This design comes from an exercise in tuning for small area and a short achievable clock period on the open sky130 flow, not from production work. In this exercise RTL edits were held to simulation tests only and were not proved equivalent to the original. Power and IR drop assume default switching activity.

==> run Z <==
==> flow/design.v (excerpt) <==
module LEGLiteComputer(
	output logic [15:0] iaddr,       
	output logic [15:0] alu_out,     
	output logic [6:0]  io_display,  
	input  logic        clock,
	input  logic [15:0] idata,       
	input  logic        io_sw0,      
	input  logic        io_sw1,
	input  logic        reset
	);
make LEC_CHECK=0 CAP_MARGIN=20 CORE_MARGIN=2 CORE_UTILIZATION=55 CTS_BUF_LIST='sky130_fd_sc_hd__clkbuf_4 sky130_fd_sc_hd__clkbuf_8' CTS_CLUSTER_DIAMETER=45 CTS_CLUSTER_SIZE=20 PLACE_DENSITY=0.7 SETUP_SLACK_MARGIN=5 SLEW_MARGIN=20 SYNTH_HIERARCHICAL=1 finish   # period 12.5 ns
run.sh (not shown) runs the stock make flow with config.mk's settings and CLKGATE_MAP_FILE= SYNTH_SCRIPT=/design/flow/synth_recipe.tcl, a recipe that flattens the netlist after the stock synthesis.
==> run P: changes against run Z <==
--- a/flow/design.v
+++ b/flow/design.v
@@ -17,30 +17,54 @@
 wire is_st   = (op == 4'd6);
 wire is_cbz  = (op == 4'd7);
 wire is_addi = (op == 4'd8);
 wire is_andi = (op == 4'd9);
 wire use_imm = is_ld | is_st | is_addi | is_andi;
 wire regwr   = (op == 4'd0) | is_ld | is_addi | is_andi;
 logic [15:0] regs [0:6];
-wire use_rm = ~use_imm & ~is_cbz;
-wire [6:0] asel, bsel;
-for (genvar i = 0; i < 7; i++) begin : g_rsel
-	assign asel[i] = (rn == 3'(i));
-	assign bsel[i] = (rm == 3'(i)) & use_rm;
+wire [2:0] nrn, nrm;
+for (genvar b = 0; b < 3; b++) begin : g_ninv
+	c_inv uin(.a(rn[b]), .y(nrn[b]));
+	c_inv uim(.a(rm[b]), .y(nrm[b]));
 end
+wire nuse_rm, use_imm_s;
+c_op_nrm  uop0(.op(op), .y(nuse_rm));      
+c_op_imm  uop1(.op(op), .y(use_imm_s));    
+wire [6:0] asel, bsel, nbdec;
+c_nor3  uas0(.a(rn[0]), .b(rn[1]), .c(rn[2]), .y(asel[0]));
+c_nand3 ubd0(.a(nrm[0]), .b(nrm[1]), .c(nrm[2]), .y(nbdec[0]));
+c_nor2  ubs0(.a(nbdec[0]), .b(nuse_rm), .y(bsel[0]));
+c_nor3  uas1(.a(nrn[0]), .b(rn[1]), .c(rn[2]), .y(asel[1]));
+c_nand3 ubd1(.a(rm[0]), .b(nrm[1]), .c(nrm[2]), .y(nbdec[1]));
+c_nor2  ubs1(.a(nbdec[1]), .b(nuse_rm), .y(bsel[1]));
+c_nor3  uas2(.a(rn[0]), .b(nrn[1]), .c(rn[2]), .y(asel[2]));
+c_nand3 ubd2(.a(nrm[0]), .b(rm[1]), .c(nrm[2]), .y(nbdec[2]));
+c_nor2  ubs2(.a(nbdec[2]), .b(nuse_rm), .y(bsel[2]));
+c_nor3  uas3(.a(nrn[0]), .b(nrn[1]), .c(rn[2]), .y(asel[3]));
+c_nand3 ubd3(.a(rm[0]), .b(rm[1]), .c(nrm[2]), .y(nbdec[3]));
+c_nor2  ubs3(.a(nbdec[3]), .b(nuse_rm), .y(bsel[3]));
+c_nor3  uas4(.a(rn[0]), .b(rn[1]), .c(nrn[2]), .y(asel[4]));
+c_nand3 ubd4(.a(nrm[0]), .b(nrm[1]), .c(rm[2]), .y(nbdec[4]));
+c_nor2  ubs4(.a(nbdec[4]), .b(nuse_rm), .y(bsel[4]));
+c_nor3  uas5(.a(nrn[0]), .b(rn[1]), .c(nrn[2]), .y(asel[5]));
+c_nand3 ubd5(.a(rm[0]), .b(nrm[1]), .c(rm[2]), .y(nbdec[5]));
+c_nor2  ubs5(.a(nbdec[5]), .b(nuse_rm), .y(bsel[5]));
+c_nor3  uas6(.a(rn[0]), .b(nrn[1]), .c(nrn[2]), .y(asel[6]));
+c_nand3 ubd6(.a(nrm[0]), .b(rm[1]), .c(rm[2]), .y(nbdec[6]));
+c_nor2  ubs6(.a(nbdec[6]), .b(nuse_rm), .y(bsel[6]));
 wire [15:0] ra, opb;
 for (genvar i = 0; i < 16; i++) begin : g_rd_ab
 	wire ya0, ya1, ya2, yb0, yb1, yb2;
 	c_aoi222 ua0(.a0(regs[0][i]), .b0(asel[0]), .a1(regs[1][i]), .b1(asel[1]), .a2(regs[2][i]), .b2(asel[2]), .y(ya0));
 	c_aoi222 ua1(.a0(regs[3][i]), .b0(asel[3]), .a1(regs[4][i]), .b1(asel[4]), .a2(regs[5][i]), .b2(asel[5]), .y(ya1));
 	c_nand2  ua2(.a(regs[6][i]), .b(asel[6]), .y(ya2));
 	c_nand3  ua3(.a(ya0), .b(ya1), .c(ya2), .y(ra[i]));
 	c_aoi222 ub0(.a0(regs[0][i]), .b0(bsel[0]), .a1(regs[1][i]), .b1(bsel[1]), .a2(regs[2][i]), .b2(bsel[2]), .y(yb0));
 	c_aoi222 ub1(.a0(regs[3][i]), .b0(bsel[3]), .a1(regs[4][i]), .b1(bsel[4]), .a2(regs[5][i]), .b2(bsel[5]), .y(yb1));
-	c_aoi22  ub2(.a0(regs[6][i]), .b0(bsel[6]), .a1(imm[i]), .b1(use_imm), .y(yb2));
+	c_aoi22  ub2(.a0(regs[6][i]), .b0(bsel[6]), .a1(imm[i]), .b1(use_imm_s), .y(yb2));
 	c_nand3  ub3(.a(yb0), .b(yb1), .c(yb2), .y(opb[i]));
 end
 wire nandi = ~is_andi;
 wire [15:0] half;
 wire ng0_0, nt0_0;
 c_nand3 kg0_0(.a(ra[0]), .b(opb[0]), .c(nandi), .y(ng0_0));
 c_nor2  kt0_0(.a(ra[0]), .b(opb[0]), .y(nt0_0));
@@ -259,23 +283,30 @@
 for (gi = 0; gi < 8; gi++) begin : g_lo
 	assign lo[gi] = (sum_i[3:1] == 3'(gi));
 end
 for (gi = 0; gi < 16; gi++) begin : g_hi
 	assign hi[gi]  = (sum_i[7:4] == 4'(gi));
 	assign whi[gi] = is_st & in_range & hi[gi];
 end
-wire [127:0] sel, wen;
+wire [7:0]  nlo = ~lo;
+wire [15:0] nhi = ~hi, nwhi = ~whi;
+wire [127:0] sel, wen, nwen;
 for (gi = 0; gi < 128; gi++) begin : g_sel
-	assign sel[gi] = lo[gi % 8] & hi[gi / 8];
-	assign wen[gi] = lo[gi % 8] & whi[gi / 8];
+	c_nor2  us(.a(nlo[gi % 8]), .b(nhi[gi / 8]),  .y(sel[gi]));
+	c_nor2  uw(.a(nlo[gi % 8]), .b(nwhi[gi / 8]), .y(wen[gi]));
+	c_nand2 un(.a(lo[gi % 8]),  .b(whi[gi / 8]),  .y(nwen[gi]));
 end
 logic [15:0] mem [0:127];
 for (gi = 0; gi < 128; gi++) begin : g_mem
+	wire [15:0] d;
+	for (gb = 0; gb < 16; gb++) begin : g_b
+		c_ao22 u(.a0(wen[gi]), .b0(rt[gb]), .a1(nwen[gi]), .b1(mem[gi][gb]), .y(d[gb]));
+	end
 	always_ff @(posedge clock)
-		if (wen[gi]) mem[gi] <= rt;
+		mem[gi] <= d;
 end
 logic [6:0] disp;
 always_ff @(posedge clock)
 	if (is_st & is_disp) disp <= rt[6:0];
 assign io_display = disp;
 wire [15:0] mrd;
 for (gb = 0; gb < 16; gb++) begin : g_rd
@@ -340,7 +371,19 @@
 endmodule
 module c_xnor2(input a, input b, output y);
 	assign y = ~(a ^ b);
 endmodule
 module c_half(input ng, input nt, input k, output y);
 	assign y = ng ? ~(nt | k) : k;
 endmodule
+module c_ao22(input a0, input b0, input a1, input b1, output y);
+	assign y = (a0 & b0) | (a1 & b1);
+endmodule
+module c_nor3(input a, input b, input c, output y);
+	assign y = ~(a | b | c);
+endmodule
+module c_op_nrm(input [3:0] op, output y);
+	assign y = (~op[3] & op[2] & (op[1] | op[0])) | (op[3] & ~op[2] & ~op[1]);
+endmodule
+module c_op_imm(input [3:0] op, output y);
+	assign y = (~op[3] & op[2] & (op[1] ^ op[0])) | (op[3] & ~op[2] & ~op[1]);
+endmodule
- CTS_CLUSTER_SIZE: 20 -> 16
==> out/metrics.yaml <==
synthesis:
  yosysSeqAreaShare_pct: 57.4
pwr:
  powerSeq_mw: 7.07
  p_leak_nw: 33.0
global_routing:
  grt_pass1_wl_mm: 426
layout:
  final-clk-cell-share_pct: 4.75
status:
  outcome: "timing/DRC/antenna clean"
-- figures above: run P

==> out/metrics.yaml <==
status:
  outcome: "timing/DRC/antenna clean"
layout:
  final-clk-cell-share_pct: 4.24
worst_setup_path:
  regToRegStartpoint: "regs[0][1]$_DFFE_PP_"
synthesis:
  yosysSeqAreaShare_pct: 81.6
  muxShareOfSynthArea_pct: 0.250
floorplanning:
  fp.dieW_microns: 386
clock_tree:
  cts_buffers: 172
  worstSkewPairLatency_ps: 990
placed_design:
  numPlacedInstances: 6422
detailed_routing:
  drt_iter0_drc: 11400
global_routing:
  track_usage_pct: 29.3
-- figures above: run Z


========
==> run a <==
LEGLiteComputer, a different RTL version from the one above (not shown whole).
make LEC_CHECK=0 CAP_MARGIN=20 CORE_MARGIN=2 CORE_UTILIZATION=40 CTS_BUF_LIST='sky130_fd_sc_hd__clkbuf_4 sky130_fd_sc_hd__clkbuf_8' CTS_CLUSTER_DIAMETER=45 CTS_CLUSTER_SIZE=20 SETUP_SLACK_MARGIN=5 SLEW_MARGIN=20 SYNTH_HIERARCHICAL=1 finish   # period 12.5 ns
==> inputs of run b, as changes to run a <==
==> flow/design.v (replaced) <==
module LEGLiteComputer(
	output logic [15:0] iaddr,       
	output logic [15:0] alu_out,     
	output logic [6:0]  io_display,  
	input  logic        clock,
	input  logic [15:0] idata,       
	input  logic        io_sw0,      
	input  logic        io_sw1,
	input  logic        reset
	);
wire [3:0]  op  = idata[15:12];
wire [2:0]  rm  = idata[11:9];
wire [2:0]  rn  = idata[5:3];
wire [2:0]  rd  = idata[2:0];
wire [15:0] imm = {{10{idata[11]}}, idata[11:6]};
wire is_ld   = (op == 4'd5);
wire is_st   = (op == 4'd6);
wire is_cbz  = (op == 4'd7);
wire is_addi = (op == 4'd8);
wire is_andi = (op == 4'd9);
wire use_imm = is_ld | is_st | is_addi | is_andi;
wire regwr   = (op == 4'd0) | is_ld | is_addi | is_andi;
logic [15:0] regs [0:6];
wire [15:0] ra = (rn == 3'd7) ? 16'd0 : regs[rn];
wire [15:0] rb = (rm == 3'd7) ? 16'd0 : regs[rm];
wire [15:0] rt = (rd == 3'd7) ? 16'd0 : regs[rd];
wire [15:0] opb = is_cbz ? 16'd0 : (use_imm ? imm : rb);
wire [15:0] sum = ra + opb;
wire [15:0] alu = is_andi ? (ra & imm) : sum;
assign alu_out = alu;
logic [15:1] pc;
wire         take = is_cbz & (ra == 16'd0);
wire [15:1]  pc_inc = pc + 15'd1;
wire [15:1]  pc_br  = pc + imm[14:0];
always_ff @(posedge clock)
	if (reset) pc <= 15'd0;
	else       pc <= take ? pc_br : pc_inc;
assign iaddr = {pc, 1'b0};
logic [15:0] mem [0:127];
logic [6:0]  disp;
wire in_range = (alu[15:8] == 8'd0);
wire [6:0] widx = alu[7:1];
wire is_sw   = (alu == 16'hfff0);
wire is_disp = (alu == 16'hfffa);
always_ff @(posedge clock)
	if (is_st & in_range) mem[widx] <= rt;
always_ff @(posedge clock)
	if (is_st & is_disp) disp <= rt[6:0];
assign io_display = disp;
wire [15:0] ld_data = in_range ? mem[widx] : (is_sw ? {14'd0, io_sw1, io_sw0} : 16'd0);
wire [15:0] wdata = is_ld ? ld_data : alu;
always_ff @(posedge clock)
	if (regwr && rd != 3'd7) regs[rd] <= wdata;
endmodule
==> flow/config.mk (replaced) <==
export PLATFORM = sky130hd
export DESIGN_NAME = LEGLiteComputer
export DESIGN_NICKNAME = LEGLiteComputer
export VERILOG_FILES = /design/flow/design.v
export SDC_FILE = /design/flow/constraint.sdc
export NUM_CORES = 4
export LEC_CHECK = 0
export CAP_MARGIN = 20
export CORE_MARGIN = 2
export CORE_UTILIZATION = 40
export SLEW_MARGIN = 20
==> summary of the runs <==
Run b finished with timing, DRC and antenna clean. Run a went through all stages and came out clean.
Of run a and run b, run a has the higher worst setup slack (gap 2.4 ns).
Between run b and run a, the lower count of clock-buffer cells in the layout is in run a (gap 57).
In run b the global-route usage is higher than in run a, by 3.8 points.
Of run a and run b, run b has the higher synthesized cell count (gap about 18%, measured against run b).
In run a the maximum frequency is higher than in run b, by about 30%.
Between run b and run a, the lower die area is in run a (gap about 3.6%, measured against run a).
Of run a and run b, run b has the higher combinational power (gap 44%, measured against run b).
==> figures <==
|  | run b | run a |
|---|---|---|
| Post-layout utilization of the core | 46.2% | 47.3% |
| Skew final | 0.0667 ns | 0.0846 ns |
| Outcome | finished clean | finished clean |
| Post-synthesis share of cell area spent on full adders, half adders and majority gates | 0.480% | 0.307% |
| Final estimated routing congestion in global placement | 1.05 | 0.941 |
| P&R area growth vs syn | 15.2% | 17.8% |
| Post-CTS repair timing setup buffer count | 0 | 122 |
| Antenna violations before repair | 24 | 5 |
| Power Density | 194 mW/mm2 | 161 mW/mm2 |
| Number of gates on the worst path with buffers counted | 15 | 11 |
| Multi-input combinational gate total | 2659 | 1956 |
| Final Routed Wirelength | 286000 um | 240000 um |
| Syn avg cell area | 16.1 um2 | 18.9 um2 |
| Clock power share | 33.5% | 30.9% |
| Final-stage net count | 5558 | 4985 |
| FF-to-FF Start | regs[0][1] | regs[5][2] |

static timing again, ports no longer ideal:
In the flow no input, the clock included, has a driving cell. The finished layouts below were timed again as built, in two steps.
Step 1 assumes that a clkbuf_16 drives the clock port and a buf_2 every other input.
Step 2 moves the port delays by t, midway between the first and last clock arrival at a register: inputs arrive t later, outputs are due t later. That takes back most of the time a late clock gives input paths.
Three values: ideal, step 1, step 2; two values: the first two.
run | shift t [ns] | slack for setup (ns) | hold WS [ns] | worst setup path at the end
run Z | 1.028 | 4.706 / 4.658 / 3.771 | 0.659 / 0.659 / 0.659 | input to register
run P | 1.034 | 4.666 / 4.632 / 3.765 | 0.477 / 0.477 / 0.477 | input to register
run a | 1.073 | 4.642 / 4.460 / 3.487 | 0.603 / 0.603 / 0.603 | input to register
run b | 0.964 | 2.291 / 2.260 / 1.456 | 0.640 / 0.640 / 0.640 | input to register
After both steps setup and hold are still met in every run listed. The setup slack of run a, which loses most, moves by -0.182 ns with the drivers and by -1.155 ns with both steps.
